This is an optimization exercise on Yosys and OpenROAD, whose aim is small area, a short achievable clock period and few clock cycles, not a production implementation. Function was checked by simulation only, so behaviour that the tests miss may differ from the original.

==> inputs of v5 <==
## van_der_pol_simple
module van_der_pol_simple(
    input wire clk,
    input wire rst,
    input wire start,
    input wire [31:0] x_init,
    input wire [31:0] u_init,
    input wire [31:0] dt,
    input wire [31:0] mu,
    input wire [31:0] t_max,
    output wire [31:0] x_out,
    output wire [31:0] u_out,
    output wire [31:0] t_out,
    output reg done,
    output reg valid
);
    reg [31:0] xc, u, t;
    reg [31:0] a1, b1, a2, b2;
    reg [31:0] tm_r;
    reg [4:0] c;
    reg run;
    assign x_out = xc;
    assign u_out = u;
    assign t_out = t;
    wire [31:0] add1 = c[0] ? 32'h00010000 : c[2] ? ~xc : c[3] ? u : c[4] ? xc : 32'd0;
    wire [31:0] add2 = c[2] ? 32'h00010000 : c[4] ? ~xc : c[0] ? u : c[1] ? xc : 32'd0;
    wire [31:0] r1, r2;
    vdp_mul mul1 (
        .a(a1), .b(b1), .neg(c[0]), .add({add1, {16{c[0]}}}), .cin(c[2]), .r(r1)
    );
    vdp_mul mul2 (
        .a(a2), .b(b2), .neg(c[2]), .add({add2, {16{c[2]}}}), .cin(c[4]), .r(r2)
    );
    wire idle = ~run & ~done;
    wire [31:0] t_next = t + (c[3] ? b1 : b2);
    wire last = t_next >= tm_r;
    always @(posedge clk) begin
        tm_r <= t_max;
        if (idle) begin
            a1 <= x_init;
            b1 <= x_init;
            a2 <= 32'd0;
            b2 <= 32'd0;
        end else begin
            a1 <= c[0] ? mu : c[1] ? u : r1;
            b1 <= (c[2] | c[3]) ? dt : r1;
            a2 <= c[2] ? mu : c[3] ? r1 : r2;
            b2 <= (c[4] | c[0]) ? dt : r2;
        end
        if (idle) begin
            xc <= x_init;
            u <= u_init;
            t <= 32'd0;
        end else if (run) begin
            if (c[0]) xc <= b1;
            if (c[2]) xc <= b2;
            if (c[0]) u <= r2;
  ...
==> module van_der_pol_simple, before the edit <==
module van_der_pol_simple(
    input wire clk,
    input wire rst,
    input wire start,
    input wire [31:0] x_init,
    input wire [31:0] u_init,
    input wire [31:0] dt,
    input wire [31:0] mu,
    input wire [31:0] t_max,
    output wire [31:0] x_out,
    output wire [31:0] u_out,
    output wire [31:0] t_out,
    output reg done,
    output reg valid
);
    reg [31:0] xc, u, t;
    reg [31:0] a1, b1, a2, b2;
    reg [31:0] tm_r;
    reg [4:0] c;
    reg run;
    assign x_out = xc;
    assign u_out = u;
    assign t_out = t;
    wire [31:0] add1 = c[0] ? 32'h00010000 : c[2] ? ~xc : c[3] ? u : c[4] ? xc : 32'd0;
    wire [31:0] add2 = c[2] ? 32'h00010000 : c[4] ? ~xc : c[0] ? u : c[1] ? xc : 32'd0;
    wire [31:0] r1, r2;
    vdp_mul mul1 (
        .a(a1), .b(b1), .neg(c[0]), .add({add1, {16{c[0]}}}), .cin(c[2]), .r(r1)
    );
    vdp_mul mul2 (
        .a(a2), .b(b2), .neg(c[2]), .add({add2, {16{c[2]}}}), .cin(c[4]), .r(r2)
    );
    wire idle = ~run & ~done;
    wire [31:0] t_next = t + (c[3] ? b1 : b2);
    wire last = t_next >= tm_r;
    always @(posedge clk) begin
        tm_r <= t_max;
        if (idle) begin
            a1 <= x_init;
            b1 <= x_init;
            a2 <= 32'd0;
            b2 <= 32'd0;
        end else begin
            a1 <= c[0] ? mu : c[1] ? u : r1;
            b1 <= (c[2] | c[3]) ? dt : r1;
            a2 <= c[2] ? mu : c[3] ? r1 : r2;
            b2 <= (c[4] | c[0]) ? dt : r2;
        end
        if (idle) begin
            xc <= x_init;
            u <= u_init;
            t <= 32'd0;
        end else if (run) begin
            if (c[0]) xc <= b1;
            if (c[2]) xc <= b2;
            if (c[0]) u <= r2;
            if (c[3]) u <= r1;
            if (c[0] | c[3]) t <= t_next;
        end
    end
    always @(posedge clk or posedge rst) begin
        if (rst) begin
            c <= 5'b00001;
            run <= 1'b0;
            done <= 1'b0;
            valid <= 1'b0;
        end else if (idle) begin
            c <= 5'b00001;
            run <= start;
        end else if (run) begin
            c <= {c[3:0], c[4]};
            valid <= (c[0] | c[3]) & ~last;
            if ((c[0] | c[3]) & last) begin
                run <= 1'b0;
                done <= 1'b1;
            end
        end
    end
endmodule
export LEC_CHECK = 0
export CAP_MARGIN = 0
export CORE_MARGIN = 2
export CORE_UTILIZATION = 40
export SLEW_MARGIN = 0
create_clock -name core_clock -period 40.0 [get_ports {clk}]
standard.sh (not shown) runs the stock make flow with config.mk's settings and CLKGATE_MAP_FILE= SYNTH_SCRIPT=/design/flow/synth_recipe.tcl, a recipe that flattens the netlist after the stock synthesis.
==> flow/flow/run.sh <==
#!/bin/bash
set -euo pipefail
export BUFFER_PORTS_ARGS="-buffer_cell sky130_fd_sc_hd__buf_4"
export SETUP_SLACK_MARGIN=31
bash standard.sh > standard.log 2>&1
==> inputs of v11, as changes to v5 <==
--- a/flow/design.v
+++ b/flow/design.v
@@ -15,22 +15,19 @@
 );
-    reg [31:0] xc, u, t;
-    reg [31:0] a1, b1, a2, b2;
+    reg [31:0] x, u, t;
+    reg [31:0] a, b;
     reg [31:0] tm_r;
-    reg [4:0] c;
+    reg [4:0] ph;
     reg run;
-    assign x_out = xc;
+    reg ge;
+    assign x_out = x;
     assign u_out = u;
     assign t_out = t;
-    wire [31:0] add1 = c[0] ? 32'h00010000 : c[2] ? ~xc : c[3] ? u : c[4] ? xc : 32'd0;
-    wire [31:0] add2 = c[2] ? 32'h00010000 : c[4] ? ~xc : c[0] ? u : c[1] ? xc : 32'd0;
-    wire [31:0] r1, r2;
-    vdp_mul mul1 (
-        .a(a1), .b(b1), .neg(c[0]), .add({add1, {16{c[0]}}}), .cin(c[2]), .r(r1)
-    );
-    vdp_mul mul2 (
-        .a(a2), .b(b2), .neg(c[2]), .add({add2, {16{c[2]}}}), .cin(c[4]), .r(r2)
+    wire [31:0] add_hi = ph[0] ? 32'h00010000 : ph[2] ? ~x : ph[3] ? u : ph[4] ? x : 32'd0;
+    wire [15:0] add_lo = {16{ph[0]}};
+    wire [31:0] r;
+    vdp_mul mul (
+        .a(a), .b(b), .neg(ph[0]), .add({add_hi, add_lo}), .cin(ph[2]), .r(r)
     );
     wire idle = ~run & ~done;
-    wire [31:0] t_next = t + (c[3] ? b1 : b2);
-    wire last = t_next >= tm_r;
+    wire [31:0] t_next = t + b;
     always @(posedge clk) begin
@@ -38,14 +35,10 @@
         if (idle) begin
-            a1 <= x_init;
-            b1 <= x_init;
-            a2 <= 32'd0;
-            b2 <= 32'd0;
+            a <= x_init;
+            b <= x_init;
         end else begin
-            a1 <= c[0] ? mu : c[1] ? u : r1;
-            b1 <= (c[2] | c[3]) ? dt : r1;
-            a2 <= c[2] ? mu : c[3] ? r1 : r2;
-            b2 <= (c[4] | c[0]) ? dt : r2;
+            a <= ph[0] ? mu : (ph[1] | ph[3]) ? u : r;
+            b <= (ph[2] | ph[3]) ? dt : r;
         end
         if (idle) begin
-            xc <= x_init;
+            x <= x_init;
             u <= u_init;
@@ -53,12 +46,14 @@
         end else if (run) begin
-            if (c[0]) xc <= b1;
-            if (c[2]) xc <= b2;
-            if (c[0]) u <= r2;
-            if (c[3]) u <= r1;
-            if (c[0] | c[3]) t <= t_next;
+            if (ph[3]) u <= r;
+            if (ph[4]) begin
+                x <= r;
+                t <= t_next;
+            end
         end
     end
+    always @(posedge clk) ge <= t_next >= tm_r;
+    wire tz = tm_r == 32'd0;
     always @(posedge clk or posedge rst) begin
         if (rst) begin
-            c <= 5'b00001;
+            ph <= 5'b00001;
             run <= 1'b0;
@@ -67,8 +62,8 @@
         end else if (idle) begin
-            c <= 5'b00001;
+            ph <= 5'b00001;
             run <= start;
         end else if (run) begin
-            c <= {c[3:0], c[4]};
-            valid <= (c[0] | c[3]) & ~last;
-            if ((c[0] | c[3]) & last) begin
+            ph <= {ph[3:0], ph[4]};
+            valid <= ph[0] & ~tz;
+            if ((ph[0] & tz) | (ph[4] & ge)) begin
                 run <= 1'b0;
--- a/flow/config.mk
+++ b/flow/config.mk
@@ -7,5 +7,5 @@
 export LEC_CHECK = 0
-export CAP_MARGIN = 0
+export CAP_MARGIN = 20
 export CORE_MARGIN = 2
 export CORE_UTILIZATION = 40
-export SLEW_MARGIN = 0
+export SLEW_MARGIN = 20
==> inputs of v25, as changes to v5 <==
==> flow/flow/run.sh (replaced) <==
#!/bin/bash
set -euo pipefail
export BUFFER_PORTS_ARGS="-buffer_cell sky130_fd_sc_hd__buf_1"
export SETUP_SLACK_MARGIN=30.6
bash standard.sh > standard.log 2>&1
--- a/flow/config.mk
+++ b/flow/config.mk
@@ -7,5 +7,6 @@
 export LEC_CHECK = 0
-export CAP_MARGIN = 0
+export ABC_AREA = 1
+export CAP_MARGIN = 20
 export CORE_MARGIN = 2
 export CORE_UTILIZATION = 40
-export SLEW_MARGIN = 0
+export SLEW_MARGIN = 20
==> inputs of v36, as changes to v5 <==
==> flow/flow/run.sh (replaced) <==
#!/bin/bash
set -euo pipefail
export BUFFER_PORTS_ARGS="-buffer_cell sky130_fd_sc_hd__buf_1"
export SETUP_SLACK_MARGIN=30.6
bash standard.sh > standard.log 2>&1
--- a/flow/config.mk
+++ b/flow/config.mk
@@ -7,5 +7,5 @@
 export LEC_CHECK = 0
-export CAP_MARGIN = 0
+export CAP_MARGIN = 20
 export CORE_MARGIN = 2
-export CORE_UTILIZATION = 40
-export SLEW_MARGIN = 0
+export CORE_UTILIZATION = 65
+export SLEW_MARGIN = 20
==> comparison table <==
Post-Layout Inst Area: v25 62120 sq um; v36 64380 sq um; v5 67710 sq um; v11 38680 sq um
Final WL: v25 299600 microns; v36 258800 microns; v5 282200 microns; v11 132700 microns
Met2 track demand over resource: v25 57.47%; v36 73.15%; v5 50.23%; v11 48.07%
Delay of the slowest cell on the worst path: v25 0.63 ns; v36 0.64 ns; v5 0.59 ns; v11 0.49 ns
Clock H-tree levels: v25 2; v36 1; v5 1; v11 1
Global-route usage over all layers: v25 39.87%; v36 52.30%; v5 35.30%; v11 30.50%
Post-Place Worst Slack: v25 30.55 ns; v36 30.09 ns; v5 30.28 ns; v11 31.15 ns
Post-layout net count: v25 8473; v36 8130; v5 8251; v11 4654
Most frequent standard cell in the layout excluding fill and tap cells: v25 nand2_1; v36 fa_1; v5 fa_1; v11 fa_1
Critical R2R Capture: v25 u[31]; v36 u[29]; v5 u[29]; v11 x[29]
Antenna diodes: v25 10; v36 5; v5 2; v11 0
Area grow syn2layout: v25 7.252%; v36 5.238%; v5 10.69%; v11 15.45%
Total instance count after detailed placement: v25 9087; v36 8090; v5 8869; v11 4859
Multiplexer share of the synthesized area: v25 0.01728%; v36 1.671%; v5 1.671%; v11 0.8440%
CP Launch Point: v25 u[10]; v36 xc[11]; v5 xc[22]; v11 u[10]
Post-route core utilization: v25 43.24%; v36 68.98%; v5 44.58%; v11 46.44%
Result of the run: v25 finished clean; v36 finished clean; v5 finished clean; v11 finished clean
Testbench counts of v5, summed over its fixed seeds: cycles 52,364.
Testbench counts of v11, summed over its fixed seeds: cycles 104,057.
Testbench counts of v25, summed over its fixed seeds: cycles 52,364.
Testbench counts of v36, summed over its fixed seeds: cycles 52,364.

[static timing again, ports no longer ideal]
The flow's constraints put no driver on any port. The routed layouts listed below were extracted and timed again, unchanged, in two steps.
Step 1 sets driving cells, clkbuf_16 on the clock port and buf_2 on the other inputs (assumed; they add their load-dependent delay and slew).
Step 2 times the ports against the registers' clock, not the clock port: input delays grow and output delays shrink by t, the midpoint of the rising clock arrivals with the driver on.
Three values: ideal ports, drivers, drivers and shift; two values: the first two.
| run | shift t [ns] | slack for setup (ns) | hold slack, ns | cell pins on the clock port's net |
|---|---|---|---|---|
| v5 | 0.689 | 30.562 / 30.495 / 30.815 | 0.579 / 0.579 / 0.579 | 1 |
| v11 | 0.571 | 30.815 / 30.761 / 31.126 | 0.484 / 0.484 / 0.484 | 1 |
| v25 | 0.630 | 30.588 / 30.529 / 30.721 | 0.494 / 0.494 / 0.494 | 1 |
| v36 | 0.653 | 30.566 / 30.502 / 30.855 | 0.488 / 0.488 / 0.488 | 1 |
After both steps every run listed still meets setup and hold.
